From an optimization exercise on the open Yosys and OpenROAD flow, aimed at a short achievable clock period; shortcuts taken in it are not production practice. At most, simulation tests tie the RTL to the original design; equivalence was not proved. Only the layout flow was run in run 4; the RTL was not checked for function there. Power figures rest on the tool's default switching activity, not on a simulated workload.

### design.v
module decoder (
input       wire      [1:0]   alu_fun_d,
output      reg       [3:0]   EN_Signals
);
always @(*) begin
 case (alu_fun_d)
    2'b00:  EN_Signals = 4'b1000;
    2'b01:  EN_Signals = 4'b0100;
    2'b10:  EN_Signals = 4'b0010;
    2'b11:  EN_Signals = 4'b0001;
endcase
end
endmodule
module arithmetic_u #(
    parameter WIDTH = 16)
(
  input  wire               A_EN,
  input  wire [1:0]         ALU_fun_AU,
  input  wire [WIDTH-1:0]   IN1,
  input  wire [WIDTH-1:0]   IN2,
  output reg  [WIDTH-1:0]   Arith_Out,    
  output reg                Carry_Out,
  output wire               Arith_flag,
  output wire               Div_sel
);
assign Arith_flag = A_EN;
assign Div_sel    = A_EN & (ALU_fun_AU == 2'b11);
always @(*)
begin
    Arith_Out = 0;
    Carry_Out = 0;
    if (A_EN)
      case (ALU_fun_AU)
        2'b00: {Carry_Out, Arith_Out} = IN1 + IN2;
        2'b01: Arith_Out = IN1 - IN2;
        2'b10: Arith_Out = IN1 * IN2;
        default: Arith_Out = 0;
      endcase
end
endmodule
module div_u (
  input  wire          CLK,
  input  wire          RST,
  input  wire          EN,
  input  wire [15:0]   A,
  input  wire [15:0]   B,
  output wire [15:0]   Q
);
wire [19:0] M0 = 20'd0;
wire [19:0] M1 = {{4{1'b0}}, B};
wire [19:0] M2 = {M1[18:0], 1'b0};
wire [19:0] M3 = (M1 << 2) - M1;
wire [19:0] M4 = {M2[18:0], 1'b0};
wire [19:0] M5 = (M1 << 2) + M1;
wire [19:0] M6 = {M3[18:0], 1'b0};
wire [19:0] M7 = (M1 << 3) - M1;
wire [19:0] M8 = {M4[18:0], 1'b0};
wire [19:0] M9 = (M1 << 3) + M1;
wire [19:0] M10 = {M5[18:0], 1'b0};
wire [19:0] M11 = (M1 << 3) + M3;
wire [19:0] M12 = {M6[18:0], 1'b0};
wire [19:0] M13 = (M1 << 3) + M5;
wire [19:0] M14 = {M7[18:0], 1'b0};
wire [19:0] M15 = (M1 << 4) - M1;
wire [3:0] A_s0;
wire [3:0] A_s1;
wire [3:0] A_s2;
wire [3:0] A_s3;
wire H0_1_c = (B <= 16'd15);
wire H0_2_c = (B <= 16'd7);
wire H0_3_c = (B <= 16'd5);
wire H0_4_c = (B <= 16'd3);
wire H0_5_c = (B <= 16'd3);
wire H0_6_c = (B <= 16'd2);
wire H0_7_c = (B <= 16'd2);
wire H0_8_c = (B <= 16'd1);
wire H0_9_c = (B <= 16'd1);
wire H0_10_c = (B <= 16'd1);
wire H0_11_c = (B <= 16'd1);
wire H0_12_c = (B <= 16'd1);
wire H0_13_c = (B <= 16'd1);
wire H0_14_c = (B <= 16'd1);
wire H0_15_c = (B <= 16'd1);
wire H1_1_c = (B <= 16'd255);
wire H1_2_c = (B <= 16'd127);
wire H1_3_c = (B <= 16'd85);
wire H1_4_c = (B <= 16'd63);
wire H1_5_c = (B <= 16'd51);
wire H1_6_c = (B <= 16'd42);
wire H1_7_c = (B <= 16'd36);
wire H1_8_c = (B <= 16'd31);
wire H1_9_c = (B <= 16'd28);
wire H1_10_c = (B <= 16'd25);
wire H1_11_c = (B <= 16'd23);
wire H1_12_c = (B <= 16'd21);
wire H1_13_c = (B <= 16'd19);
wire H1_14_c = (B <= 16'd18);
wire H1_15_c = (B <= 16'd17);
wire H2_1_c = (B <= 16'd4095);
wire H2_2_c = (B <= 16'd2047);
wire H2_3_c = (B <= 16'd1365);
wire H2_4_c = (B <= 16'd1023);
wire H2_5_c = (B <= 16'd819);
wire H2_6_c = (B <= 16'd682);
wire H2_7_c = (B <= 16'd585);
wire H2_8_c = (B <= 16'd511);
wire H2_9_c = (B <= 16'd455);
wire H2_10_c = (B <= 16'd409);
wire H2_11_c = (B <= 16'd372);
wire H2_12_c = (B <= 16'd341);
wire H2_13_c = (B <= 16'd315);
wire H2_14_c = (B <= 16'd292);
wire H2_15_c = (B <= 16'd273);
wire H3_2_c = (B <= 16'd32767);
wire H3_3_c = (B <= 16'd21845);
wire H3_4_c = (B <= 16'd16383);
wire H3_5_c = (B <= 16'd13107);
wire H3_6_c = (B <= 16'd10922);
wire H3_7_c = (B <= 16'd9362);
wire H3_8_c = (B <= 16'd8191);
wire H3_9_c = (B <= 16'd7281);
wire H3_10_c = (B <= 16'd6553);
wire H3_11_c = (B <= 16'd5957);
wire H3_12_c = (B <= 16'd5461);
wire H3_13_c = (B <= 16'd5041);
wire H3_14_c = (B <= 16'd4681);
wire H3_15_c = (B <= 16'd4369);
assign A_s0 = A[15:12];
assign A_s1 = A[11:8];
wire [3:0] X0 = A_s0;
wire [4:0] D0_1 = {1'b0, X0} - {1'b0, M1[3:0]};
wire T0_1 = H0_1_c & ~D0_1[4];
wire [4:0] D0_2 = {1'b0, X0} - {1'b0, M2[3:0]};
wire T0_2 = H0_2_c & ~D0_2[4];
wire [4:0] D0_3 = {1'b0, X0} - {1'b0, M3[3:0]};
wire T0_3 = H0_3_c & ~D0_3[4];
wire [4:0] D0_4 = {1'b0, X0} - {1'b0, M4[3:0]};
wire T0_4 = H0_4_c & ~D0_4[4];
wire [4:0] D0_5 = {1'b0, X0} - {1'b0, M5[3:0]};
wire T0_5 = H0_5_c & ~D0_5[4];
wire [4:0] D0_6 = {1'b0, X0} - {1'b0, M6[3:0]};
wire T0_6 = H0_6_c & ~D0_6[4];
wire [4:0] D0_7 = {1'b0, X0} - {1'b0, M7[3:0]};
wire T0_7 = H0_7_c & ~D0_7[4];
wire [4:0] D0_8 = {1'b0, X0} - {1'b0, M8[3:0]};
wire T0_8 = H0_8_c & ~D0_8[4];
wire [4:0] D0_9 = {1'b0, X0} - {1'b0, M9[3:0]};
wire T0_9 = H0_9_c & ~D0_9[4];
wire [4:0] D0_10 = {1'b0, X0} - {1'b0, M10[3:0]};
wire T0_10 = H0_10_c & ~D0_10[4];
wire [4:0] D0_11 = {1'b0, X0} - {1'b0, M11[3:0]};
wire T0_11 = H0_11_c & ~D0_11[4];
wire [4:0] D0_12 = {1'b0, X0} - {1'b0, M12[3:0]};
wire T0_12 = H0_12_c & ~D0_12[4];
wire [4:0] D0_13 = {1'b0, X0} - {1'b0, M13[3:0]};
wire T0_13 = H0_13_c & ~D0_13[4];
wire [4:0] D0_14 = {1'b0, X0} - {1'b0, M14[3:0]};
wire T0_14 = H0_14_c & ~D0_14[4];
wire [4:0] D0_15 = {1'b0, X0} - {1'b0, M15[3:0]};
wire T0_15 = H0_15_c & ~D0_15[4];
wire T0_0 = 1'b1;
wire T0_16 = 1'b0;
wire S0_0 = T0_0 & ~T0_1;
wire S0_1 = T0_1 & ~T0_2;
wire S0_2 = T0_2 & ~T0_3;
wire S0_3 = T0_3 & ~T0_4;
wire S0_4 = T0_4 & ~T0_5;
wire S0_5 = T0_5 & ~T0_6;
wire S0_6 = T0_6 & ~T0_7;
wire S0_7 = T0_7 & ~T0_8;
wire S0_8 = T0_8 & ~T0_9;
wire S0_9 = T0_9 & ~T0_10;
wire S0_10 = T0_10 & ~T0_11;
wire S0_11 = T0_11 & ~T0_12;
wire S0_12 = T0_12 & ~T0_13;
wire S0_13 = T0_13 & ~T0_14;
wire S0_14 = T0_14 & ~T0_15;
wire S0_15 = T0_15 & ~T0_16;
wire Qd0_0 = S0_1 | S0_3 | S0_5 | S0_7 | S0_9 | S0_11 | S0_13 | S0_15;
wire Qd0_1 = S0_2 | S0_3 | S0_6 | S0_7 | S0_10 | S0_11 | S0_14 | S0_15;
wire Qd0_2 = S0_4 | S0_5 | S0_6 | S0_7 | S0_12 | S0_13 | S0_14 | S0_15;
wire Qd0_3 = S0_8 | S0_9 | S0_10 | S0_11 | S0_12 | S0_13 | S0_14 | S0_15;
wire [3:0] Qd0 = {Qd0_3, Qd0_2, Qd0_1, Qd0_0};
wire [3:0] R1 = ({4{S0_0}} & X0[3:0])
    | ({4{S0_1}} & D0_1[3:0])
    | ({4{S0_2}} & D0_2[3:0])
    | ({4{S0_3}} & D0_3[3:0])
    | ({4{S0_4}} & D0_4[3:0])
    | ({4{S0_5}} & D0_5[3:0])
    | ({4{S0_6}} & D0_6[3:0])
    | ({4{S0_7}} & D0_7[3:0])
    | ({4{S0_8}} & D0_8[3:0])
    | ({4{S0_9}} & D0_9[3:0])
    | ({4{S0_10}} & D0_10[3:0])
    | ({4{S0_11}} & D0_11[3:0])
    | ({4{S0_12}} & D0_12[3:0])
    | ({4{S0_13}} & D0_13[3:0])
    | ({4{S0_14}} & D0_14[3:0])
    | ({4{S0_15}} & D0_15[3:0]);
wire [7:0] X1 = {R1, A_s1};
wire [8:0] D1_1 = {1'b0, X1} - {1'b0, M1[7:0]};
wire T1_1 = H1_1_c & ~D1_1[8];
wire [8:0] D1_2 = {1'b0, X1} - {1'b0, M2[7:0]};
wire T1_2 = H1_2_c & ~D1_2[8];
wire [8:0] D1_3 = {1'b0, X1} - {1'b0, M3[7:0]};
wire T1_3 = H1_3_c & ~D1_3[8];
wire [8:0] D1_4 = {1'b0, X1} - {1'b0, M4[7:0]};
wire T1_4 = H1_4_c & ~D1_4[8];
wire [8:0] D1_5 = {1'b0, X1} - {1'b0, M5[7:0]};
wire T1_5 = H1_5_c & ~D1_5[8];
wire [8:0] D1_6 = {1'b0, X1} - {1'b0, M6[7:0]};
wire T1_6 = H1_6_c & ~D1_6[8];
wire [8:0] D1_7 = {1'b0, X1} - {1'b0, M7[7:0]};
wire T1_7 = H1_7_c & ~D1_7[8];
wire [8:0] D1_8 = {1'b0, X1} - {1'b0, M8[7:0]};
wire T1_8 = H1_8_c & ~D1_8[8];
wire [8:0] D1_9 = {1'b0, X1} - {1'b0, M9[7:0]};
wire T1_9 = H1_9_c & ~D1_9[8];
wire [8:0] D1_10 = {1'b0, X1} - {1'b0, M10[7:0]};
wire T1_10 = H1_10_c & ~D1_10[8];
wire [8:0] D1_11 = {1'b0, X1} - {1'b0, M11[7:0]};
wire T1_11 = H1_11_c & ~D1_11[8];
wire [8:0] D1_12 = {1'b0, X1} - {1'b0, M12[7:0]};
wire T1_12 = H1_12_c & ~D1_12[8];
wire [8:0] D1_13 = {1'b0, X1} - {1'b0, M13[7:0]};
wire T1_13 = H1_13_c & ~D1_13[8];
wire [8:0] D1_14 = {1'b0, X1} - {1'b0, M14[7:0]};
wire T1_14 = H1_14_c & ~D1_14[8];
wire [8:0] D1_15 = {1'b0, X1} - {1'b0, M15[7:0]};
wire T1_15 = H1_15_c & ~D1_15[8];
wire T1_0 = 1'b1;
wire T1_16 = 1'b0;
wire S1_0 = T1_0 & ~T1_1;
wire S1_1 = T1_1 & ~T1_2;
wire S1_2 = T1_2 & ~T1_3;
wire S1_3 = T1_3 & ~T1_4;
wire S1_4 = T1_4 & ~T1_5;
wire S1_5 = T1_5 & ~T1_6;
wire S1_6 = T1_6 & ~T1_7;
wire S1_7 = T1_7 & ~T1_8;
wire S1_8 = T1_8 & ~T1_9;
wire S1_9 = T1_9 & ~T1_10;
wire S1_10 = T1_10 & ~T1_11;
wire S1_11 = T1_11 & ~T1_12;
wire S1_12 = T1_12 & ~T1_13;
wire S1_13 = T1_13 & ~T1_14;
wire S1_14 = T1_14 & ~T1_15;
wire S1_15 = T1_15 & ~T1_16;
wire Qd1_0 = S1_1 | S1_3 | S1_5 | S1_7 | S1_9 | S1_11 | S1_13 | S1_15;
wire Qd1_1 = S1_2 | S1_3 | S1_6 | S1_7 | S1_10 | S1_11 | S1_14 | S1_15;
wire Qd1_2 = S1_4 | S1_5 | S1_6 | S1_7 | S1_12 | S1_13 | S1_14 | S1_15;
wire Qd1_3 = S1_8 | S1_9 | S1_10 | S1_11 | S1_12 | S1_13 | S1_14 | S1_15;
wire [3:0] Qd1 = {Qd1_3, Qd1_2, Qd1_1, Qd1_0};
wire [7:0] R2 = ({8{S1_0}} & X1[7:0])
    | ({8{S1_1}} & D1_1[7:0])
    | ({8{S1_2}} & D1_2[7:0])
    | ({8{S1_3}} & D1_3[7:0])
    | ({8{S1_4}} & D1_4[7:0])
    | ({8{S1_5}} & D1_5[7:0])
    | ({8{S1_6}} & D1_6[7:0])
    | ({8{S1_7}} & D1_7[7:0])
    | ({8{S1_8}} & D1_8[7:0])
    | ({8{S1_9}} & D1_9[7:0])
    | ({8{S1_10}} & D1_10[7:0])
    | ({8{S1_11}} & D1_11[7:0])
    | ({8{S1_12}} & D1_12[7:0])
    | ({8{S1_13}} & D1_13[7:0])
    | ({8{S1_14}} & D1_14[7:0])
    | ({8{S1_15}} & D1_15[7:0]);
reg [7:0] r_R;
reg [7:0] r_Q;
reg [7:0] r_A;
reg [15:0] r_M1;
reg [15:0] r_M2;
reg [15:0] r_M3;
reg [15:0] r_M4;
reg [15:0] r_M5;
reg [15:0] r_M6;
reg [15:0] r_M7;
reg [15:0] r_M8;
reg [15:0] r_M9;
reg [15:0] r_M10;
reg [15:0] r_M11;
reg [15:0] r_M12;
reg [15:0] r_M13;
reg [15:0] r_M14;
reg [15:0] r_M15;
reg [0:0] r_H2_1;
reg [0:0] r_H2_2;
reg [0:0] r_H2_3;
reg [0:0] r_H2_4;
reg [0:0] r_H2_5;
reg [0:0] r_H2_6;
reg [0:0] r_H2_7;
reg [0:0] r_H2_8;
reg [0:0] r_H2_9;
reg [0:0] r_H2_10;
reg [0:0] r_H2_11;
reg [0:0] r_H2_12;
reg [0:0] r_H2_13;
reg [0:0] r_H2_14;
reg [0:0] r_H2_15;
reg [0:0] r_H3_2;
reg [0:0] r_H3_3;
reg [0:0] r_H3_4;
reg [0:0] r_H3_5;
reg [0:0] r_H3_6;
reg [0:0] r_H3_7;
reg [0:0] r_H3_8;
reg [0:0] r_H3_9;
reg [0:0] r_H3_10;
reg [0:0] r_H3_11;
reg [0:0] r_H3_12;
reg [0:0] r_H3_13;
reg [0:0] r_H3_14;
reg [0:0] r_H3_15;
reg [0:0] r_EN;
always @(posedge CLK or negedge RST)
begin
    if (!RST)
      begin
        r_R <= 8'd0;
        r_Q <= 8'd0;
        r_A <= 8'd0;
        r_M1 <= 16'd0;
        r_M2 <= 16'd0;
        r_M3 <= 16'd0;
        r_M4 <= 16'd0;
        r_M5 <= 16'd0;
        r_M6 <= 16'd0;
        r_M7 <= 16'd0;
        r_M8 <= 16'd0;
        r_M9 <= 16'd0;
        r_M10 <= 16'd0;
        r_M11 <= 16'd0;
        r_M12 <= 16'd0;
        r_M13 <= 16'd0;
        r_M14 <= 16'd0;
        r_M15 <= 16'd0;
        r_H2_1 <= 1'd0;
        r_H2_2 <= 1'd0;
        r_H2_3 <= 1'd0;
        r_H2_4 <= 1'd0;
        r_H2_5 <= 1'd0;
        r_H2_6 <= 1'd0;
        r_H2_7 <= 1'd0;
        r_H2_8 <= 1'd0;
        r_H2_9 <= 1'd0;
        r_H2_10 <= 1'd0;
        r_H2_11 <= 1'd0;
        r_H2_12 <= 1'd0;
        r_H2_13 <= 1'd0;
        r_H2_14 <= 1'd0;
        r_H2_15 <= 1'd0;
        r_H3_2 <= 1'd0;
        r_H3_3 <= 1'd0;
        r_H3_4 <= 1'd0;
        r_H3_5 <= 1'd0;
        r_H3_6 <= 1'd0;
        r_H3_7 <= 1'd0;
        r_H3_8 <= 1'd0;
        r_H3_9 <= 1'd0;
        r_H3_10 <= 1'd0;
        r_H3_11 <= 1'd0;
        r_H3_12 <= 1'd0;
        r_H3_13 <= 1'd0;
        r_H3_14 <= 1'd0;
        r_H3_15 <= 1'd0;
        r_EN <= 1'd0;
      end
    else
      begin
        r_R <= R2;
        r_Q <= {Qd0, Qd1};
        r_A <= A[7:0];
        r_M1 <= M1[15:0];
        r_M2 <= M2[15:0];
        r_M3 <= M3[15:0];
        r_M4 <= M4[15:0];
        r_M5 <= M5[15:0];
        r_M6 <= M6[15:0];
        r_M7 <= M7[15:0];
        r_M8 <= M8[15:0];
        r_M9 <= M9[15:0];
        r_M10 <= M10[15:0];
        r_M11 <= M11[15:0];
        r_M12 <= M12[15:0];
        r_M13 <= M13[15:0];
        r_M14 <= M14[15:0];
        r_M15 <= M15[15:0];
        r_H2_1 <= H2_1_c;
        r_H2_2 <= H2_2_c;
        r_H2_3 <= H2_3_c;
        r_H2_4 <= H2_4_c;
        r_H2_5 <= H2_5_c;
        r_H2_6 <= H2_6_c;
        r_H2_7 <= H2_7_c;
        r_H2_8 <= H2_8_c;
        r_H2_9 <= H2_9_c;
        r_H2_10 <= H2_10_c;
        r_H2_11 <= H2_11_c;
        r_H2_12 <= H2_12_c;
        r_H2_13 <= H2_13_c;
        r_H2_14 <= H2_14_c;
        r_H2_15 <= H2_15_c;
        r_H3_2 <= H3_2_c;
        r_H3_3 <= H3_3_c;
        r_H3_4 <= H3_4_c;
        r_H3_5 <= H3_5_c;
        r_H3_6 <= H3_6_c;
        r_H3_7 <= H3_7_c;
        r_H3_8 <= H3_8_c;
        r_H3_9 <= H3_9_c;
        r_H3_10 <= H3_10_c;
        r_H3_11 <= H3_11_c;
        r_H3_12 <= H3_12_c;
        r_H3_13 <= H3_13_c;
        r_H3_14 <= H3_14_c;
        r_H3_15 <= H3_15_c;
        r_EN <= EN;
      end
end
assign A_s2 = r_A[7:4];
assign A_s3 = r_A[3:0];
wire [11:0] X2 = {r_R, A_s2};
wire [12:0] D2_1 = {1'b0, X2} - {1'b0, r_M1[11:0]};
wire T2_1 = r_H2_1 & ~D2_1[12];
wire [12:0] D2_2 = {1'b0, X2} - {1'b0, r_M2[11:0]};
wire T2_2 = r_H2_2 & ~D2_2[12];
wire [12:0] D2_3 = {1'b0, X2} - {1'b0, r_M3[11:0]};
wire T2_3 = r_H2_3 & ~D2_3[12];
wire [12:0] D2_4 = {1'b0, X2} - {1'b0, r_M4[11:0]};
wire T2_4 = r_H2_4 & ~D2_4[12];
wire [12:0] D2_5 = {1'b0, X2} - {1'b0, r_M5[11:0]};
wire T2_5 = r_H2_5 & ~D2_5[12];
wire [12:0] D2_6 = {1'b0, X2} - {1'b0, r_M6[11:0]};
wire T2_6 = r_H2_6 & ~D2_6[12];
wire [12:0] D2_7 = {1'b0, X2} - {1'b0, r_M7[11:0]};
wire T2_7 = r_H2_7 & ~D2_7[12];
wire [12:0] D2_8 = {1'b0, X2} - {1'b0, r_M8[11:0]};
wire T2_8 = r_H2_8 & ~D2_8[12];
wire [12:0] D2_9 = {1'b0, X2} - {1'b0, r_M9[11:0]};
wire T2_9 = r_H2_9 & ~D2_9[12];
wire [12:0] D2_10 = {1'b0, X2} - {1'b0, r_M10[11:0]};
wire T2_10 = r_H2_10 & ~D2_10[12];
wire [12:0] D2_11 = {1'b0, X2} - {1'b0, r_M11[11:0]};
wire T2_11 = r_H2_11 & ~D2_11[12];
wire [12:0] D2_12 = {1'b0, X2} - {1'b0, r_M12[11:0]};
wire T2_12 = r_H2_12 & ~D2_12[12];
wire [12:0] D2_13 = {1'b0, X2} - {1'b0, r_M13[11:0]};
wire T2_13 = r_H2_13 & ~D2_13[12];
wire [12:0] D2_14 = {1'b0, X2} - {1'b0, r_M14[11:0]};
wire T2_14 = r_H2_14 & ~D2_14[12];
wire [12:0] D2_15 = {1'b0, X2} - {1'b0, r_M15[11:0]};
wire T2_15 = r_H2_15 & ~D2_15[12];
wire T2_0 = 1'b1;
wire T2_16 = 1'b0;
wire S2_0 = T2_0 & ~T2_1;
wire S2_1 = T2_1 & ~T2_2;
wire S2_2 = T2_2 & ~T2_3;
wire S2_3 = T2_3 & ~T2_4;
wire S2_4 = T2_4 & ~T2_5;
wire S2_5 = T2_5 & ~T2_6;
wire S2_6 = T2_6 & ~T2_7;
wire S2_7 = T2_7 & ~T2_8;
wire S2_8 = T2_8 & ~T2_9;
wire S2_9 = T2_9 & ~T2_10;
wire S2_10 = T2_10 & ~T2_11;
wire S2_11 = T2_11 & ~T2_12;
wire S2_12 = T2_12 & ~T2_13;
wire S2_13 = T2_13 & ~T2_14;
wire S2_14 = T2_14 & ~T2_15;
wire S2_15 = T2_15 & ~T2_16;
wire Qd2_0 = S2_1 | S2_3 | S2_5 | S2_7 | S2_9 | S2_11 | S2_13 | S2_15;
wire Qd2_1 = S2_2 | S2_3 | S2_6 | S2_7 | S2_10 | S2_11 | S2_14 | S2_15;
wire Qd2_2 = S2_4 | S2_5 | S2_6 | S2_7 | S2_12 | S2_13 | S2_14 | S2_15;
wire Qd2_3 = S2_8 | S2_9 | S2_10 | S2_11 | S2_12 | S2_13 | S2_14 | S2_15;
wire [3:0] Qd2 = {Qd2_3, Qd2_2, Qd2_1, Qd2_0};
wire [11:0] R3 = ({12{S2_0}} & X2[11:0])
    | ({12{S2_1}} & D2_1[11:0])
    | ({12{S2_2}} & D2_2[11:0])
    | ({12{S2_3}} & D2_3[11:0])
    | ({12{S2_4}} & D2_4[11:0])
    | ({12{S2_5}} & D2_5[11:0])
    | ({12{S2_6}} & D2_6[11:0])
    | ({12{S2_7}} & D2_7[11:0])
    | ({12{S2_8}} & D2_8[11:0])
    | ({12{S2_9}} & D2_9[11:0])
    | ({12{S2_10}} & D2_10[11:0])
    | ({12{S2_11}} & D2_11[11:0])
    | ({12{S2_12}} & D2_12[11:0])
    | ({12{S2_13}} & D2_13[11:0])
    | ({12{S2_14}} & D2_14[11:0])
    | ({12{S2_15}} & D2_15[11:0]);
wire [15:0] X3 = {R3, A_s3};
wire [16:0] D3_1 = {1'b0, X3} - {1'b0, r_M1[15:0]};
wire T3_1 = ~D3_1[16];
wire [16:0] D3_2 = {1'b0, X3} - {1'b0, r_M2[15:0]};
wire T3_2 = r_H3_2 & ~D3_2[16];
wire [16:0] D3_3 = {1'b0, X3} - {1'b0, r_M3[15:0]};
wire T3_3 = r_H3_3 & ~D3_3[16];
wire [16:0] D3_4 = {1'b0, X3} - {1'b0, r_M4[15:0]};
wire T3_4 = r_H3_4 & ~D3_4[16];
wire [16:0] D3_5 = {1'b0, X3} - {1'b0, r_M5[15:0]};
wire T3_5 = r_H3_5 & ~D3_5[16];
wire [16:0] D3_6 = {1'b0, X3} - {1'b0, r_M6[15:0]};
wire T3_6 = r_H3_6 & ~D3_6[16];
wire [16:0] D3_7 = {1'b0, X3} - {1'b0, r_M7[15:0]};
wire T3_7 = r_H3_7 & ~D3_7[16];
wire [16:0] D3_8 = {1'b0, X3} - {1'b0, r_M8[15:0]};
wire T3_8 = r_H3_8 & ~D3_8[16];
wire [16:0] D3_9 = {1'b0, X3} - {1'b0, r_M9[15:0]};
wire T3_9 = r_H3_9 & ~D3_9[16];
wire [16:0] D3_10 = {1'b0, X3} - {1'b0, r_M10[15:0]};
wire T3_10 = r_H3_10 & ~D3_10[16];
wire [16:0] D3_11 = {1'b0, X3} - {1'b0, r_M11[15:0]};
wire T3_11 = r_H3_11 & ~D3_11[16];
wire [16:0] D3_12 = {1'b0, X3} - {1'b0, r_M12[15:0]};
wire T3_12 = r_H3_12 & ~D3_12[16];
wire [16:0] D3_13 = {1'b0, X3} - {1'b0, r_M13[15:0]};
wire T3_13 = r_H3_13 & ~D3_13[16];
wire [16:0] D3_14 = {1'b0, X3} - {1'b0, r_M14[15:0]};
wire T3_14 = r_H3_14 & ~D3_14[16];
wire [16:0] D3_15 = {1'b0, X3} - {1'b0, r_M15[15:0]};
wire T3_15 = r_H3_15 & ~D3_15[16];
wire T3_0 = 1'b1;
wire T3_16 = 1'b0;
wire S3_0 = T3_0 & ~T3_1;
wire S3_1 = T3_1 & ~T3_2;
wire S3_2 = T3_2 & ~T3_3;
wire S3_3 = T3_3 & ~T3_4;
wire S3_4 = T3_4 & ~T3_5;
wire S3_5 = T3_5 & ~T3_6;
wire S3_6 = T3_6 & ~T3_7;
wire S3_7 = T3_7 & ~T3_8;
wire S3_8 = T3_8 & ~T3_9;
wire S3_9 = T3_9 & ~T3_10;
wire S3_10 = T3_10 & ~T3_11;
wire S3_11 = T3_11 & ~T3_12;
wire S3_12 = T3_12 & ~T3_13;
wire S3_13 = T3_13 & ~T3_14;
wire S3_14 = T3_14 & ~T3_15;
wire S3_15 = T3_15 & ~T3_16;
wire Qd3_0 = S3_1 | S3_3 | S3_5 | S3_7 | S3_9 | S3_11 | S3_13 | S3_15;
wire Qd3_1 = S3_2 | S3_3 | S3_6 | S3_7 | S3_10 | S3_11 | S3_14 | S3_15;
wire Qd3_2 = S3_4 | S3_5 | S3_6 | S3_7 | S3_12 | S3_13 | S3_14 | S3_15;
wire Qd3_3 = S3_8 | S3_9 | S3_10 | S3_11 | S3_12 | S3_13 | S3_14 | S3_15;
wire [3:0] Qd3 = {Qd3_3, Qd3_2, Qd3_1, Qd3_0};
assign Q = {16{r_EN}} & {r_Q, Qd2, Qd3};
endmodule
module logic_u # (
    parameter WIDTH=16)
(
  input    wire                  CLK,
  input    wire                  L_EN,
  input    wire   [1:0]          ALU_fun_LU,
  input    wire   [WIDTH-1 :0]   IN1, 
  input    wire   [WIDTH-1 :0]   IN2, 
  output   reg    [WIDTH-1 :0]   Logic_Out,                 
  output   reg                   Logic_flag
);
always @(*) 
begin
    if (L_EN)
      begin
        Logic_flag = 1 ;
        case (ALU_fun_LU)
          2'b00:  Logic_Out             =   IN1 & IN2;
          2'b01:  Logic_Out             =   IN1 | IN2;
          2'b10:  Logic_Out             = ~(IN1 & IN2);
          2'b11:  Logic_Out             = ~(IN1 | IN2);
        endcase  
      end
    else
      begin
      Logic_Out  = 0; 
      Logic_flag = 0;
      end
end
endmodule
module cmp_u # (
    parameter   WIDTH =16)
(
  input    wire                  CLK,
  input    wire                  C_EN,
  input    wire   [1:0]          ALU_fun_CU,
  input    wire   [WIDTH-1 :0]   IN1, 
  input    wire   [WIDTH-1 :0]   IN2, 
  output   reg    [WIDTH-1 :0]   CMP_Out,                  
  output   reg                   CMP_flag
);
always @(*) 
begin
    if (C_EN)
      begin
     CMP_flag = 1 ;
        case (ALU_fun_CU)
          2'b00:  CMP_Out       = 0;
          2'b01:  CMP_Out       =(IN1==IN2)? 'd1:0;
          2'b10:  CMP_Out       =(IN1>IN2)?  'd2:0;
          2'b11:  CMP_Out       =(IN1<IN2)?  'd3:0;
        endcase  
      end
    else
      begin
     CMP_Out  = 0; 
     CMP_flag = 0;
      end
end
endmodule
module shift_u# (
    parameter   WIDTH =16)
(
  input    wire                  CLK,
  input    wire                  S_EN,
  input    wire   [1:0]          ALU_fun_SU,
  input    wire   [WIDTH-1 :0]   IN1, 
  input    wire   [WIDTH-1 :0]   IN2, 
  output   reg    [WIDTH-1 :0]   SHIFT_Out,                  
  output   reg                   SHIFT_Flag
);
always @(*) 
begin
    if (S_EN)
      begin
     SHIFT_Flag = 1 ;
        case (ALU_fun_SU)
          2'b00:  SHIFT_Out       = IN1 >>1;
          2'b01:  SHIFT_Out       = IN1 <<1;
          2'b10:  SHIFT_Out       = IN2 >>1;
          2'b11:  SHIFT_Out       = IN2 <<1;
        endcase  
      end
    else
      begin
     SHIFT_Out   = 0; 
     SHIFT_Flag = 0;
      end
end
endmodule
module ALU_TOP #(
parameter WIDTH =16)
(
  input    wire                       CLK,RST,
  input    wire       [3:0]           ALU_FUN,
  input    wire       [WIDTH-1:0]     A,B,
  output   wire       [WIDTH-1:0]     Arith_Out,
  output   reg        [WIDTH-1:0]     Logic_Out,
  output   reg        [WIDTH-1:0]     CMP_Out,
  output   reg        [WIDTH-1:0]     SHIFT_Out,
  output   reg                        Carry_Out,
  output   reg        [3:0]           flags_reg
);
wire    [3:0] EN_D_out ;   
wire   [WIDTH-1:0]  Arith_Out_c,Logic_Out_c;
wire   [WIDTH-1:0]  CMP_Out_c,SHIFT_Out_c;
wire                Arith_F_c,Logic_F_c,Carry_Out_c;
wire                CMP_F_c,SHIFT_F_c;
wire   [3:0]        flags_c;
wire                Div_sel_c;
wire   [WIDTH-1:0]  Div_Q;
reg    [WIDTH-1:0]  Arith_r;    
assign  flags_c = {SHIFT_F_c,CMP_F_c,Logic_F_c,Arith_F_c} ;
assign  Arith_Out = Arith_r | Div_Q ;
always @(posedge CLK or negedge RST )
begin
    if (!RST)
     begin
        Arith_r   <= 0;
        Carry_Out <= 0;
        Logic_Out <= 0;
        CMP_Out   <= 0;
        SHIFT_Out <= 0;
        flags_reg <= 0;
     end
    else
     begin
        Arith_r   <= Arith_Out_c;
        Carry_Out <= Carry_Out_c;
        Logic_Out <= Logic_Out_c;
        CMP_Out   <= CMP_Out_c;
        SHIFT_Out <= SHIFT_Out_c;
        flags_reg <= flags_c;
     end
end
decoder d_U (
.alu_fun_d(ALU_FUN[3:2]),
.EN_Signals(EN_D_out)
);
arithmetic_u A_U (
.IN1(A),
.IN2(B),
.A_EN(EN_D_out[3]),
.ALU_fun_AU(ALU_FUN[1:0]),
.Arith_Out(Arith_Out_c),
.Carry_Out(Carry_Out_c),
.Arith_flag(Arith_F_c),
.Div_sel(Div_sel_c)
);
div_u D_U (
.CLK(CLK),
.RST(RST),
.EN(Div_sel_c),
.A(A),
.B(B),
.Q(Div_Q)
);
logic_u L_U (
.IN1(A),
.IN2(B),
.CLK(CLK),
.L_EN(EN_D_out[2]),
.ALU_fun_LU(ALU_FUN[1:0]),
.Logic_Out(Logic_Out_c),
.Logic_flag(Logic_F_c)
);
cmp_u C_U (
.IN1(A),
.IN2(B),
.CLK(CLK),
.C_EN(EN_D_out[1]),
.ALU_fun_CU(ALU_FUN[1:0]),
.CMP_Out(CMP_Out_c),
.CMP_flag(CMP_F_c)
);
shift_u S_U (
.IN1(A),
.IN2(B),
.CLK(CLK),
.S_EN(EN_D_out[0]),
.ALU_fun_SU(ALU_FUN[1:0]),
.SHIFT_Out(SHIFT_Out_c),
.SHIFT_Flag(SHIFT_F_c)
);
endmodule
### run.sh
#!/bin/bash
# synth_recipe.tcl (not shown) runs the flow's synth.tcl, then flattens the netlist and writes it again
# the make line also repeats each setting of config.mk as NAME=value (left out here)
make -C /OpenROAD-flow-scripts/flow DESIGN_CONFIG=/design/flow/config.mk WORK_HOME=/design/flow/orfs CLKGATE_MAP_FILE= SYNTH_SCRIPT=/design/flow/synth_recipe.tcl finish
### config.mk
export PLATFORM = sky130hd
export DESIGN_NAME = ALU_TOP
export DESIGN_NICKNAME = ALU_TOP
export VERILOG_FILES = /design/flow/design.v
export SDC_FILE = /design/flow/constraint.sdc
export NUM_CORES = 4
export LEC_CHECK = 0
export CAP_MARGIN = 20
export CORE_MARGIN = 2
export CORE_UTILIZATION = 40
export SLEW_MARGIN = 20
### constraint.sdc
create_clock -name core_clock -period 34.0 [get_ports {CLK}]
set_input_delay 6.8000 -clock core_clock [delete_from_list [all_inputs] [get_ports {CLK}]]
set_output_delay 6.8000 -clock core_clock [all_outputs]
set_load 0.01 [all_outputs]
==> notes.md, run 1 <==
CTS tree done; synth unique cells a little under 100; Worst Setup Slack post-DPL 19.24 ns; Avg Synthesized Cell Area about 8.3 um2; non-filler cells, final about 5400; Die H about 300 um; vias per cell 6.08; Post-route DRC 0; io pins between 100 and 150; MaxCap Viol Count 0; Crit. End Element output pin; Cell Chain, Critical Path ha_1 -> inv_1 -> fa_1 -> a211oi_1 -> o21ai_1 -> a41o_1 -> a41oi_1 -> nor2b_1 -> buf_4 -> a22oi_1 -> o2111ai_1 -> a2111oi_0 -> nand4b_1 -> ha_1 -> a21o_1 -> a21oi_1 -> o21ai_0 -> a211o_1 -> a22oi_1 -> a2111oi_0 -> o21a_1 -> a31oi_1 -> clkdlybuf4s50_1; unrepaired setup endpoints after global routing no; share of layout cells above drive strength 1 ~5.1%; area grow syn2layout 9.87%; initial antenna violation count 3; Post-Syn Instances between 4000 and 5000; vias in the first global route 32400; Detailed Route WL between 100000 and 150000 um; most common cell after layout, fill and taps aside ha_1; pwr/cell area 51.6 nW/um2; fin util around 44%; core area 86500 um2; Routed Antenna Nets 0; Arr. time, crit path between 8 and 9 ns; number of synthesized flops with an enable pin 0; worst setup margin around 19 ns; Req. time, crit path ~27 ns; clock tree root driver cell clkbuf_16; Fin Hold WS roughly 6.2 ns; Placed Instances about 5400; final hold vios 0; critical path class reg -> out; Tot Pwr 1.97 mW; GRT Total Usage 30.6%; Final period util approximately 45%; IO buf count 92; min cycle time layout around 15 ns; Slew headroom between 20% and 30%; Max Slew Vio Count 0; clock transition at the registers of the reported paths approximately 0.07 ns; Post-CTS Resized 0; first-pass GRT wire length roughly 210000 um; Hold Buf Count CTS 0; Synth Warn # 7; peak supply drop roughly 43 uV; kind of start point of the critical path flip-flop; CTS max path bufs 3; Leak Pwr about 18 nW; routed len/inst between 20 and 30 um; crit path max-delay cell type nand4b_1; register area share after synthesis between 10% and 20%; commonest cells after routing, fill and taps aside 660 x ha_1, 406 x inv_1, 332 x nor2_1, 293 x a21oi_1, 239 x nand2_1; dominant synthesized flop cell dfrtp_1; die area roughly 89000 um2; worst slew pin tran approximately 1.2 ns; TNS Setup 0 ns; Die X approximately 300 um; Hold Path Class in -> async; Initial DRC Count between 3000 and 4000; Num CTS Buffers 28; initial core utilization 40.2%; site row count between 100 and 150; post-DP HPWL roughly 110000 um; outcome complete, no violations; Num Clock Sinks 220; drt first pass iters 8; Syn Std Cell Area around 35000 um2; final instance area between 30000 and 40000 um2; grt total ovfl 0; crit-path max cell delay slightly below 0.9 ns; via count 33100; largest net degree at the start of global routing 100; Nets 5076; DP Area around 37000 um2; post-CTS setup buffers 0; final setup vio count 0; CTS H-Tree Depth 1; synthesized flop and latch total 220; async set or reset register ratio after synthesis 100%; worst-path fanout max 15; f_max roughly 0.065 GHz; GP Congestion 1.04
-- final timing paths --
check / start / to / slack, ns / cells after the start
min: RST / D_U.r_M11[13] / 6.23 / 1
min in group core_clock: B[0] / D_U.r_M1[0] / 6.62 / 1
max: D_U.r_M1[0] / Arith_Out[1] / 18.70 / 23
max in group asynchronous: RST / D_U.r_A[1] / 26.29 / 2
-- worst max-delay path: cells and delay by family, from the launching register on --
kind            cells  cell delay [ns]
fa+ha+maj           3             1.65
simple gates        2             0.97
buf+inv             3             0.90
compound gates     15             3.81
flops               1             0.55
-- cells by family (layout without fill, tap and decap cells) --
logic type | Yosys count | in the layout | synth area share, %
adders and majority gates | 766 | 766 | 29.9
AOI/OAI and AO/OA | 1178 | 1178 | 22.7
DFF | 220 | 220 | 15.8
muxes | 28 | 28 | 1.31
buffers and inverters | 530 | 633 | 5.97
xor gates and xnor gates | 336 | 336 | 8.54
other | 1 | 15 | 0.0108
and+or+nand+nor | 1117 | 1117 | 15.8
-- Yosys cell counts, drive strengths merged (32+ instances only) --
cell type / count / area share, %
nand2b: 62 / 1.1
a31oi: 32 / 0.58
ha: 660 / 24
a21o: 119 / 2.6
nand2: 240 / 2.6
buf: 37 / 0.64
xor2: 115 / 2.9
fa: 106 / 6.1
nand3: 68 / 0.98
o21a: 84 / 1.8
o21bai: 54 / 1.2
o21ai: 219 / 3.2
inv: 410 / 4.4
dfrtp: 220 / 16
or2: 45 / 0.81
nor2: 332 / 3.6
clkbuf: 76 / 0.82
nor2b: 65 / 1.2
nand4: 36 / 0.65
xnor2: 219 / 5.5
nor3: 109 / 1.6
a211oi: 50 / 1.1
a21oi: 293 / 4.2
-- power by group --
part | leakage [nW] | internal [mW] | switching [mW]
clock network | 0.480 | 0.186 | 0.131
registers | 2.74 | 0.302 | 0.0148
logic | 14.9 | 0.532 | 0.806
-- final cells by class --
class,instances,area [um2]
Fill cell,8696,48300
Clock buffer,37,826
Tap cell,1155,1450
Clock inverter,13,143
Sequential cell,220,5510
Timing Repair Buffer,166,1450
Inverter,417,1570
Multi-Input combinational cell,3439,27300
Antenna cell,1,2.50
-- metal layers --
layer	wire length [um]	up-vias	GRT usage [%]
li1	-	15200	-
met1	57200	15900	39.4
met2	62800	1639	49.8
met3	10900	411	3.92
met4	9280	4	17.0
met5	21	-	0
==> run 2: changes to the inputs <==
==> flow/run.sh (new file) <==
#!/bin/bash
# The standard layout (the standard.sh, i.e. ORFS with the design's SDC),
# with a larger setup margin for repair_timing so that the resizer keeps
# shortening the critical paths well past the 34 ns the SDC asks for.
set -euo pipefail
bash standard.sh SETUP_SLACK_MARGIN=25 finish > standard_flow.log 2>&1
==> standard.sh (new file) <==
#!/bin/bash
# synth_recipe.tcl (not shown) runs the flow's synth.tcl, then flattens the netlist and writes it again
# the make line also repeats each setting of config.mk as NAME=value (left out here)
make -C /OpenROAD-flow-scripts/flow DESIGN_CONFIG=/design/flow/config.mk WORK_HOME=/design/flow/orfs CLKGATE_MAP_FILE= SYNTH_SCRIPT=/design/flow/synth_recipe.tcl "${@:-finish}"
removed: run.sh
==> notes.md, run 2 <==
GRT Total Usage 35.3% (+4.7 points); grt total ovfl 0 (unchanged); crit-path max cell delay 0.64 ns (-0.25 ns); Num Clock Sinks 220 (unchanged); final hold vios 0 (unchanged); dominant synthesized flop cell dfrtp_1; Post-Syn Instances 4176 (unchanged); non-filler cells, final 5950 (+9.2%); share of layout cells above drive strength 1 29.7% (+25 points); clock tree root driver cell clkbuf_16; Nets 5571 (+9.8%); drt first pass iters 7 (-1); min cycle time layout 12.97 ns (-2.33 ns); commonest cells after routing, fill and taps aside 538 x ha_1, 405 x buf_4, 329 x inv_1, 280 x nor2_1, 221 x nand2_1; part of the power in registers 13.1% (-3.0 points); final setup vio count 0 (unchanged); die area 89300 um2 (unchanged); CP top delay family compound AO/OA/AOI/OAI gates; Req. time, crit path 27.20 ns (about the same); Internal 1.28 mW (+26%); site row count 108 (unchanged); Routed Antenna Nets 0 (unchanged); Detailed Route WL 165000 um (+18%); vias in the first global route 35800 (+10%); register area 5530 um2 (+0.45%); async set or reset register ratio after synthesis 100% (unchanged); Clock power frac 12.7% (-3.4 points); post-DP HPWL 112000 um (+2.0%); io pins 107 (unchanged); fillcell total 7644 (-12%); pwr/cell area 50.3 nW/um2 (-2.4%); post-synthesis mux area share 1.31% (unchanged); number of synthesized flops with an enable pin 0 (unchanged); Synth top cells by count 660 x ha_1, 406 x inv_1, 332 x nor2_1, 293 x a21oi_1, 239 x nand2_1; power share of the combinational group 74.2% (+6.3 points); TNS Setup 0 ns (unchanged); largest net degree at the start of global routing 87 (-13%); IO buf count 92 (unchanged); Yosys top cell area share 23.8% (unchanged); initial core utilization 40.2% (unchanged); area of the multi-input gates 32000 um2 (+17%); Crit. End Element output pin; complex-gate fraction of the synthesized area 22.7% (unchanged); critical path class reg -> out; Initial DRC Count 4126 (+29%); Post-route DRC 0 (unchanged); crit path max-delay cell type or4_4; Die H 299 um (unchanged); Die X 299 um (unchanged); kind of start point of the critical path flip-flop; CTS max path bufs 3 (unchanged); Leak Pwr 21.7 nW (+20%); cell taking the most area after synthesis ha_1; worst setup margin 21.03 ns (+2.33 ns); Slew headroom 24.4% (+3.8 points); Syn Std Cell Area 34800 um2 (unchanged); fin util 56.0% (+12 points); Max Slew Vio Count 0 (unchanged); most common cell after layout, fill and taps aside ha_1; clock transition at the registers of the reported paths 0.07 ns (about the same); MaxCap Viol Count 0 (unchanged); CTS tree done; CTS H-Tree Depth 1 (unchanged); top-count cell post-synth ha_1; core area 86500 um2 (unchanged); area share of and/or/nand/nor cells after synthesis 15.8% (unchanged); Avg Synthesized Cell Area 8.32 um2 (unchanged); Synth Warn # 7 (unchanged); GP Congestion 1.05 (+1.2%); switching part of the total 47.3% (-0.92 points); initial antenna violation count 11 (+8); unrepaired setup endpoints after global routing yes; via count 37100 (+12%); synth unique cells 98 (unchanged); Synth Area in Adders 29.9% (unchanged); Num CTS Buffers 27 (-3.6%); Final period util 38.1% (-6.9 points); area grow syn2layout 39.3%; largest family of logic cells by synthesized area adder cells; outcome complete, no violations; worst slew pin tran 1.12 ns (-0.0692 ns); synthesized flop and latch total 220 (unchanged); post-synthesis xor/xnor area fraction 8.54% (unchanged); Worst Setup Slack post-DPL 19.94 ns (+0.701 ns); largest cells by area after synthesis ha_1 24%, dfrtp_1 16%, fa_1 6.1%, xnor2_1 5.5%, inv_1 4.4%; Placed Instances 5382 (-0.26%); worst-path fanout max 5 (-10); vias per cell 6.24 (+2.6%); Arr. time, crit path 6.17 ns (-2.33 ns); first-pass GRT wire length 235000 um (+14%); switching power 1.15 mW (+21%); peak supply drop 86.1 uV (+98%); Hold Path Class in -> async; buffer and inverter count on the worst path 6 (+3); register area share after synthesis 15.8% (unchanged); routed len/inst 27.7 um (+7.8%); f_max 0.0771 GHz (+18%)
[run 2: cell counts after synthesis]
No cell type changed its count.
[run 2: through the flow]
stage          power [mW]  instance area [um2]  hold slack [ns]
4_1_cts              2.28                46500             6.26
2_1_floorplan        1.33                36300             6.50
5_1_grt              2.57                48400             6.25
6_report             2.44                48400             6.22
3_3_place_gp         1.72                38200             6.86
3_5_place_dp         1.71                38200             6.87
[run 2: power groups by stage]
stage          clock network, mW  logic [mW]  registers (mW)
4_1_cts                    0.311        1.65           0.318
2_1_floorplan                  0        1.01           0.319
6_report                   0.310        1.81           0.319
5_1_grt                    0.323        1.92           0.322
3_3_place_gp                   0        1.39           0.325
3_5_place_dp                   0        1.39           0.325
[run 2: metal layers]
metal  vias up  global-route usage (%)  wire (um)
met5         -                       0         34
met4         6                    25.1      14200
met3       727                    6.94      15800
met2      2352                    55.0      71500
met1     17800                    43.8      63500
li1      16200                       -          -
[run 2: path summary, 6_finish.rpt]
path	startpoint	to	slack [ns]	cells past startpoint
max in group asynchronous	RST	D_U.r_R[2]	26.23	2
worst min-delay path	RST	D_U.r_M3[8]	6.22	1
worst max-delay path	D_U.r_A[4]	Arith_Out[3]	21.03	25
min in group core_clock	A[2]	D_U.r_A[2]	6.45	1
[run 2: logic make-up (layout without fill, tap and decap cells)]
family / after synthesis / after routing
AO/OA/AOI/OAI: 1178 / 1180
AND/OR/NAND/NOR: 1117 / 1118
adder cells (fa/ha/maj): 766 / 766
buffers and inverters: 530 / 1126
XOR/XNOR: 336 / 336
flip-flops: 220 / 220
multiplexers: 28 / 28
other: 1 / 21
[run 2: cell type report]
type	count	share of cell area (%)
inverters	417	3.73
flip-flops and latches	220	11.4
diodes	7	0.0362
multi-input cells	3442	66.1
clock buffers	35	1.54
well taps	1155	2.99
clock inverters	15	0.390
repair buffers	659	13.8
[run 2: repair_timing]
action	CTS	global route
cloned	18	0
setup buffers	396	97
hold buffers	0	0
setup endpoints to repair	117	74
pin swaps	301	210
resized for setup	834	236
==> run 3: changes to the inputs <==
==> flow/run.sh (replaced) <==
#!/bin/bash
# The standard layout (standard.sh: ORFS with the design's SDC and
# settings), with two changes:
#  - repair_timing gets a large setup margin, so the resizer keeps shortening
#    the critical paths well past the 34 ns that the SDC asks for;
#  - the port buffers that buffer_ports inserts are buf_4 cells rather than
#    the slow delay cells it picks by default.
set -euo pipefail
bash standard.sh SETUP_SLACK_MARGIN=25 'BUFFER_PORTS_ARGS=-buffer_cell sky130_fd_sc_hd__buf_4' finish > standard_flow.log 2>&1
==> notes.md, run 3 <==
post-DP HPWL 115000 um (+2.4%); commonest cells after routing, fill and taps aside 558 x ha_1, 399 x buf_4, 343 x inv_1, 281 x nor2_1, 223 x nand2_1; core area 86500 um2 (unchanged); largest net degree at the start of global routing 105 (+21%); Req. time, crit path 27.20 ns (about the same); MaxCap Viol Count 0 (unchanged); area grow syn2layout 34.4%; clock tree root driver cell clkbuf_16; final setup vio count 0 (unchanged); Arr. time, crit path 6.15 ns (-0.02 ns); via count 36000 (-3.0%); switching power 1.14 mW (-1.4%); CP startpoint D_U.r_M1[2]; outcome complete, no violations; largest cells by area after synthesis ha_1 24%, dfrtp_1 16%, fa_1 6.1%, xnor2_1 5.5%, inv_1 4.4%; Synth Warn # 7 (unchanged); # diodes 0 (-7); fillcell total 7847 (+2.7%); die area 89300 um2 (unchanged); Slew headroom 36.4% (+12 points); f_max 0.0772 GHz (+0.13%); dominant synthesized flop cell dfrtp_1; CTS max path bufs 3 (unchanged); final hold vios 0 (unchanged); first-pass GRT wire length 231000 um (-1.9%); cell taking the most area after synthesis ha_1; Leak Pwr 21.2 nW (-2.5%); Final period util 38.1% (-0.048 points); top-count cell post-synth ha_1; Routed Antenna Nets 0 (unchanged); routed len/inst 27.7 um (about the same); number of synthesized flops with an enable pin 0 (unchanged); min cycle time layout 12.95 ns (-0.0162 ns); async set or reset register ratio after synthesis 100% (unchanged); switching part of the total 47.7% (+0.33 points); grt total ovfl 0 (unchanged); GRT Total Usage 34.8% (-0.57 points); CP endpoint Arith_Out[3]; Yosys top cell area share 23.8% (unchanged); register area share after synthesis 15.8% (unchanged); part of the power in registers 13.5% (+0.4 points); io pins 107 (unchanged); synthesized flop and latch total 220 (unchanged); unrepaired setup endpoints after global routing yes; power share of the combinational group 73.2% (-1.0 points); drt first pass iters 6 (-1); Die X 299 um (unchanged); Post-route DRC 0 (unchanged); GP Congestion 1.01 (-3.9%); Hold Path Class in -> async; Syn Std Cell Area 34800 um2 (unchanged); kind of start point of the critical path flip-flop; Detailed Route WL 161000 um (-2.1%); initial core utilization 40.2% (unchanged); worst-path fanout max 6 (+1); initial antenna violation count 5 (-6); CTS tree done; Synth top cells by count 660 x ha_1, 406 x inv_1, 332 x nor2_1, 293 x a21oi_1, 239 x nand2_1; Num Clock Sinks 220 (unchanged); Num CTS Buffers 28 (+3.7%); Clock power frac 13.2% (+0.5 points); Nets 5452 (-2.1%); pwr/cell area 51.1 nW/um2 (+1.4%); TNS Setup 0 ns (unchanged); Post-Syn Instances 4176 (unchanged); site row count 108 (unchanged); vias in the first global route 35000 (-2.3%); Max Slew Vio Count 0 (unchanged); Avg Synthesized Cell Area 8.32 um2 (unchanged); Internal 1.25 mW (-2.7%); most common cell after layout, fill and taps aside ha_1; Tot Pwr 2.39 mW (-2.1%); CTS H-Tree Depth 1 (unchanged); critical path class reg -> out; IO buf count 92 (unchanged); share of layout cells above drive strength 1 28.4% (-1.3 points); synth unique cells 98 (unchanged); clock transition at the registers of the reported paths 0.06 ns (about the same); worst slew pin tran 0.954 ns (-0.168 ns); Initial DRC Count 3761 (-8.8%); Fin Hold WS 6.20 ns (-0.0189 ns); vias per cell 6.18 (-0.94%); peak supply drop 110 uV (+27%); Die H 299 um (unchanged); Crit. End Element output pin
## run 3: cell counts after synthesis
No cell type changed its count.
## run 3: cell families after synthesis
group | Yosys count | share of synthesized area [%]
AOI/OAI and AO/OA | 1178 | 22.7
and+or+nand+nor | 1117 | 15.8
adders and majority gates | 766 | 29.9
buffers and inverters | 530 | 5.97
xor gates and xnor gates | 336 | 8.54
DFF | 220 | 15.8
muxes | 28 | 1.31
other | 1 | 0.0108
## run 3: timing repair
action                                  4_1_cts  5_1_grt
hold buffers                                  0        0
resized for setup                           642      235
pin swaps                                   271      227
buffers inserted                            295      107
endpoints found under the setup margin       86       60
gates cloned                                 13        1
## run 3: worst max-delay path: stages, from the launching register on
cell and delay [ns]:
dfrtp_1 0.37, clkinvlp_4 0.24, ha_1 0.35, or2_2 0.33, o221ai_1 0.47, a21oi_1 0.21, nand4_1 0.21, a31oi_1 0.13
xnor2_1 0.32, o22ai_1 0.15, a211oi_1 0.45, nand3_4 0.16, buf_6 0.17, ha_1 0.31, nand4_1 0.22, nor3_1 0.28
a21oi_2 0.12, buf_4 0.14, buf_4 0.13, a21oi_2 0.23, o2111ai_4 0.20, a21o_1 0.23, buf_6 0.12
## run 3: power by group through the flow
stage	clock network [mW]	registers [mW]	logic (mW)
after global placement	0	0.326	1.39
after floorplan	0	0.319	1.01
final	0.316	0.322	1.75
after CTS	0.317	0.321	1.60
after detailed placement	0	0.327	1.40
after global routing	0.327	0.326	1.87
## run 3: worst min-delay path by stage
stage,from,end,slack [ns],cells after the start
after global placement,RST,D_U.r_M11[15],6.89,1
after detailed placement,RST,D_U.r_M11[13],6.90,1
final,RST,D_U.r_M3[14],6.20,1
after floorplan,RST,Arith_r[0],6.50,0
after CTS,RST,D_U.r_M3[14],6.27,1
after global routing,RST,D_U.r_M3[14],6.30,1
## run 3: routing by layer
layer / share of wire, % / GRT usage (%) / up-vias
li1: - / - / 15900
met1: 39 / 43.3 / 17400
met2: 44 / 55.1 / 2049
met3: 8.4 / 5.67 / 634
met4: 8.8 / 24.0 / 4
met5: 0.014 / 0 / -
## run 3: layout make-up
| type | instances | area, um2 | share of cell area (%) |
|---|---|---|---|
| clock buffer | 32 | 736 | 1.57 |
| tap | 1155 | 1450 | 3.09 |
| inverter | 417 | 1800 | 3.85 |
| timing repair buffer | 540 | 5400 | 11.6 |
| sequential | 220 | 5530 | 11.8 |
| timing repair inverter | 1 | 8.76 | 0.0187 |
| multi-input combinational | 3440 | 31600 | 67.6 |
| clock inverter | 20 | 224 | 0.479 |
## run 3: through the flow
stage	cells	utilization [%]	worst slack, ns	area, um2
after floorplan	4189	-	22.25	36300
after global placement	5356	43.8	19.78	37900
after detailed placement	5356	43.8	19.73	37900
after CTS	5716	51.7	21.17	44700
after global routing	5825	54.0	20.97	46700
final	5825	54.0	21.05	46700
==> run 4: changes to the inputs <==
--- a/design.v
+++ b/design.v
@@ -160,5 +160,5 @@
 wire T0_15 = H0_15_c & ~D0_15[4];
-wire T0_0 = 1'b1;
-wire T0_16 = 1'b0;
-wire S0_0 = T0_0 & ~T0_1;
+wire S0_t0 = 1'b1;
+wire S0_t16 = 1'b0;
+wire S0_0 = S0_t0 & ~T0_1;
 wire S0_1 = T0_1 & ~T0_2;
@@ -177,3 +177,3 @@
 wire S0_14 = T0_14 & ~T0_15;
-wire S0_15 = T0_15 & ~T0_16;
+wire S0_15 = T0_15 & ~S0_t16;
 wire Qd0_0 = S0_1 | S0_3 | S0_5 | S0_7 | S0_9 | S0_11 | S0_13 | S0_15;
@@ -230,5 +230,5 @@
 wire T1_15 = H1_15_c & ~D1_15[8];
-wire T1_0 = 1'b1;
-wire T1_16 = 1'b0;
-wire S1_0 = T1_0 & ~T1_1;
+wire S1_t0 = 1'b1;
+wire S1_t16 = 1'b0;
+wire S1_0 = S1_t0 & ~T1_1;
 wire S1_1 = T1_1 & ~T1_2;
@@ -247,3 +247,3 @@
 wire S1_14 = T1_14 & ~T1_15;
-wire S1_15 = T1_15 & ~T1_16;
+wire S1_15 = T1_15 & ~S1_t16;
 wire Qd1_0 = S1_1 | S1_3 | S1_5 | S1_7 | S1_9 | S1_11 | S1_13 | S1_15;
@@ -455,5 +455,5 @@
 wire T2_15 = r_H2_15 & ~D2_15[12];
-wire T2_0 = 1'b1;
-wire T2_16 = 1'b0;
-wire S2_0 = T2_0 & ~T2_1;
+wire S2_t0 = 1'b1;
+wire S2_t16 = 1'b0;
+wire S2_0 = S2_t0 & ~T2_1;
 wire S2_1 = T2_1 & ~T2_2;
@@ -472,3 +472,3 @@
 wire S2_14 = T2_14 & ~T2_15;
-wire S2_15 = T2_15 & ~T2_16;
+wire S2_15 = T2_15 & ~S2_t16;
 wire Qd2_0 = S2_1 | S2_3 | S2_5 | S2_7 | S2_9 | S2_11 | S2_13 | S2_15;
@@ -525,5 +525,5 @@
 wire T3_15 = r_H3_15 & ~D3_15[16];
-wire T3_0 = 1'b1;
-wire T3_16 = 1'b0;
-wire S3_0 = T3_0 & ~T3_1;
+wire S3_t0 = 1'b1;
+wire S3_t16 = 1'b0;
+wire S3_0 = S3_t0 & ~T3_1;
 wire S3_1 = T3_1 & ~T3_2;
@@ -542,3 +542,3 @@
 wire S3_14 = T3_14 & ~T3_15;
-wire S3_15 = T3_15 & ~T3_16;
+wire S3_15 = T3_15 & ~S3_t16;
 wire Qd3_0 = S3_1 | S3_3 | S3_5 | S3_7 | S3_9 | S3_11 | S3_13 | S3_15;
==> flow/run.sh (replaced) <==
#!/bin/bash
# The standard layout (standard.sh: ORFS with the design's SDC and
# settings), with two changes:
#  - ADDER_MAP_FILE is empty, so Yosys does not hard-map adders to the slow
#    fa/ha cells and ABC maps all of the arithmetic for delay;
#  - repair_timing gets a large setup margin, so the resizer keeps shortening
#    the critical paths well past the 34 ns that the SDC asks for.
set -euo pipefail
bash standard.sh ADDER_MAP_FILE= SETUP_SLACK_MARGIN=25  finish > standard_flow.log 2>&1
==> notes.md, run 4 <==
routed len/inst 29.7 um (+7.2%); Nets 4762 (-13%); kind of start point of the critical path flip-flop; clock transition at the registers of the reported paths 0.06 ns (about the same); DP Area 34200 um2 (-9.6%); Synth Warn # 7 (unchanged); die area 82600 um2 (-7.5%); pwr/cell area 44.2 nW/um2 (-13%); Avg Synthesized Cell Area 7.55 um2 (-9.3%); final setup vio count 0 (unchanged); commonest cells after routing, fill and taps aside 491 x buf_4, 450 x xnor2_1, 394 x nand2_1, 308 x nor2_1, 199 x a21oi_1; Slew headroom 14.3% (-22 points); area grow syn2layout 40.6%; first-pass GRT wire length 246000 um (+6.8%); final instance area 45200 um2 (-3.3%); Arr. time, crit path 6.28 ns (+0.13 ns); final hold vios 0 (unchanged); TNS Setup 0 ns (unchanged); Leak Pwr 17.8 nW (-16%); min cycle time layout 13.08 ns (+0.121 ns); largest net degree at the start of global routing 89 (-15%); io pins 107 (unchanged); Num Clock Sinks 220 (unchanged); clock tree root driver cell clkbuf_16; site row count 103 (-4.6%); Final period util 38.5% (+0.36 points); Hold Buf Count CTS 0 (unchanged); GRT Total Usage 40.2% (+5.5 points); CTS H-Tree Depth 1 (unchanged); Post-Syn Instances 4254 (+1.9%); post-DP HPWL 111000 um (-3.1%); most common cell after layout, fill and taps aside buf_4; GP Congestion 1.05 (+3.6%); CTS tree done; IO buf count 92 (unchanged); crit-path max cell delay 0.48 ns (about the same); Synth top cells by count 501 x xnor2_1, 428 x nand2_1, 348 x nor2_1, 288 x maj3_1, 248 x a21oi_1; Die H 287 um (-3.8%); worst-path fanout max 7 (+1); dominant synthesized flop cell dfrtp_1; critical path class reg -> out; cell taking the most area after synthesis dfrtp_1; Crit. End Element output pin; vias per cell 6.57 (+6.3%); synth unique cells 119 (+21%); synthesized flop and latch total 220 (unchanged); core area 79300 um2 (-8.4%); Num CTS Buffers 25 (-11%); largest cells by area after synthesis dfrtp_1 17%, xnor2_1 14%, maj3_1 9.0%, nand2_1 5.0%, nor2_1 4.1%; worst slew pin tran 1.27 ns (+0.321 ns); f_max 0.0765 GHz (-0.92%); crit path max-delay cell type dfrtp_2; Syn Std Cell Area 32100 um2 (-7.6%); Initial DRC Count 4527 (+20%); grt total ovfl 0 (unchanged); CTS max path bufs 3 (unchanged); initial antenna violation count 7 (+2); Die X 287 um (-3.8%); outcome complete, no violations; register area share after synthesis 17.1% (+1.3 points); peak supply drop 58.4 uV (-47%); Detailed Route WL 172000 um (+6.7%); drt first pass iters 8 (+2); via count 38100 (+5.8%); Yosys top cell area share 17.1% (-6.6 points); top-count cell post-synth xnor2_1; Max Slew Vio Count 0 (unchanged); Routed Antenna Nets 0 (unchanged); Req. time, crit path 27.20 ns (about the same); async set or reset register ratio after synthesis 100% (unchanged); number of synthesized flops with an enable pin 0 (unchanged); initial core utilization 40.5% (+0.34 points); vias in the first global route 36000 (+3.0%); MaxCap Viol Count 0 (unchanged); unrepaired setup endpoints after global routing yes; share of layout cells above drive strength 1 32.7% (+4.3 points); Hold Path Class in -> async; Post-route DRC 0 (unchanged)
==> run 4: cell count changes in the layout (fill, tap and decap cells not counted), moves of 49 or more <==
cell             change
ha_1               -558
xnor2_1            +250
inv_1              -210
maj3_1             +191
nand2_1            +171
maj3_2             +142
buf_4               +92
fa_1                -86
ha_4                -85
a21o_1              -72
o21a_1              -59
clkdlybuf4s50_1     +49
==> run 4: final cells by class <==
cell class                 instances  area, um2
fill                            7006      34100
multi-input combinational       3540      28500
timing repair buffer             766       8200
sequential                       220       5550
tap                             1050       1310
inverter                         169        728
clock buffer                      31        678
clock inverter                    15        193
antenna                            7       17.5
timing repair inverter             2       15.0
==> run 4: kinds of logic (layout without fill, tap and decap cells) <==
kind of cell	after synthesis	after routing	share of synthesized area, %
adder cells (fa/ha/maj)	333	333	10.5
XOR/XNOR	657	658	19.2
other	1	21	0.0117
flip-flops	220	220	17.1
AO/OA/AOI/OAI	1136	1138	24.4
AND/OR/NAND/NOR	1369	1371	20.5
buffers and inverters	512	983	6.83
multiplexers	26	26	1.36
==> run 4: report_power, final <==
part	leakage [nW]	total, mW	switching, mW	internal [mW]
clock network	0.423	0.296	0.129	0.167
logic	14.7	1.34	0.736	0.601
registers	2.71	0.364	0.0672	0.297
==> run 4: metrics by stage <==
stage               total power [mW]  setup WS, ns  instances  util [%]  hold WS [ns]
finish                          2.00         20.92       5800      57.0          6.21
global route                    2.08         20.78       5793      57.0          6.28
CTS                             1.88         21.05       5678      54.8          6.23
detailed placement              1.35         19.71       5161      43.2          6.85
global placement                1.35         19.66       5161      43.2          6.86
floorplan                       1.09         22.41       4267         -          6.50
==> run 4: per-layer routing <==
layer,GRT usage (%),wire length [um]
met1,47.7,61400
met2,63.7,75700
met3,7.53,17000
met4,32.3,18200
met5,0,32
==> run 4: what timing repair did <==
action | CTS | global route
cloned | 52 | 2
setup endpoints to repair | 118 | 86
resized for setup | 932 | 179
pin swaps | 334 | 209
buffers inserted | 419 | 113
==> run 4: worst max path at each step <==
stage / cells after the start / endpoint / startpoint / slack, ns
after detailed placement: 21 / Arith_Out[1] / D_U.r_R[1] / 19.71
after CTS: 25 / Arith_Out[1] / D_U.r_A[7] / 21.05
final: 28 / Arith_Out[1] / D_U.r_R[4] / 20.92
after floorplan: 21 / Arith_Out[1] / D_U.r_M3[1] / 22.41
after global placement: 19 / Arith_Out[2] / D_U.r_M1[0] / 19.66
after global routing: 29 / Arith_Out[1] / D_U.r_A[7] / 20.78
==> run 4: critical path: cells and delay by family (launching register included) <==
family	cells	cell delay (ns)
DFF	1	0.48
buffers and inverters	10	1.58
and+or+nand+nor	7	1.14
adders and majority gates	1	0.38
AOI/OAI and AO/OA	10	2.11

what the ideal ports hide:
No port has a modelled driver above. Below, the same layouts with a new extraction and two added sets of constraints.
Step 1 sets driving cells, clkbuf_16 on the clock port and buf_2 on the other inputs (assumed; they add their load-dependent delay and slew).
Step 2 also shifts input and output timing later by t, the mid clock arrival at the registers, as if the neighbouring blocks saw the same clock.
Three values: no drivers, after step 1, after step 2; two values: the first two.
run	shift t [ns]	slack for setup (ns)	latest minus earliest clock arrival (ns)	worst data-port slew with drivers (ns)
run 1	0.641	18.696 / 18.632 / 18.932	0.035 / 0.035	0.05
run 2	0.641	21.029 / 20.965 / 21.606	0.019 / 0.018	0.08
run 3	0.651	21.046 / 20.986 / 21.637	0.033 / 0.033	0.27
run 4	0.619	20.925 / 20.872 / 21.491	0.032 / 0.032	0.24
After both steps every run listed still meets setup and hold.
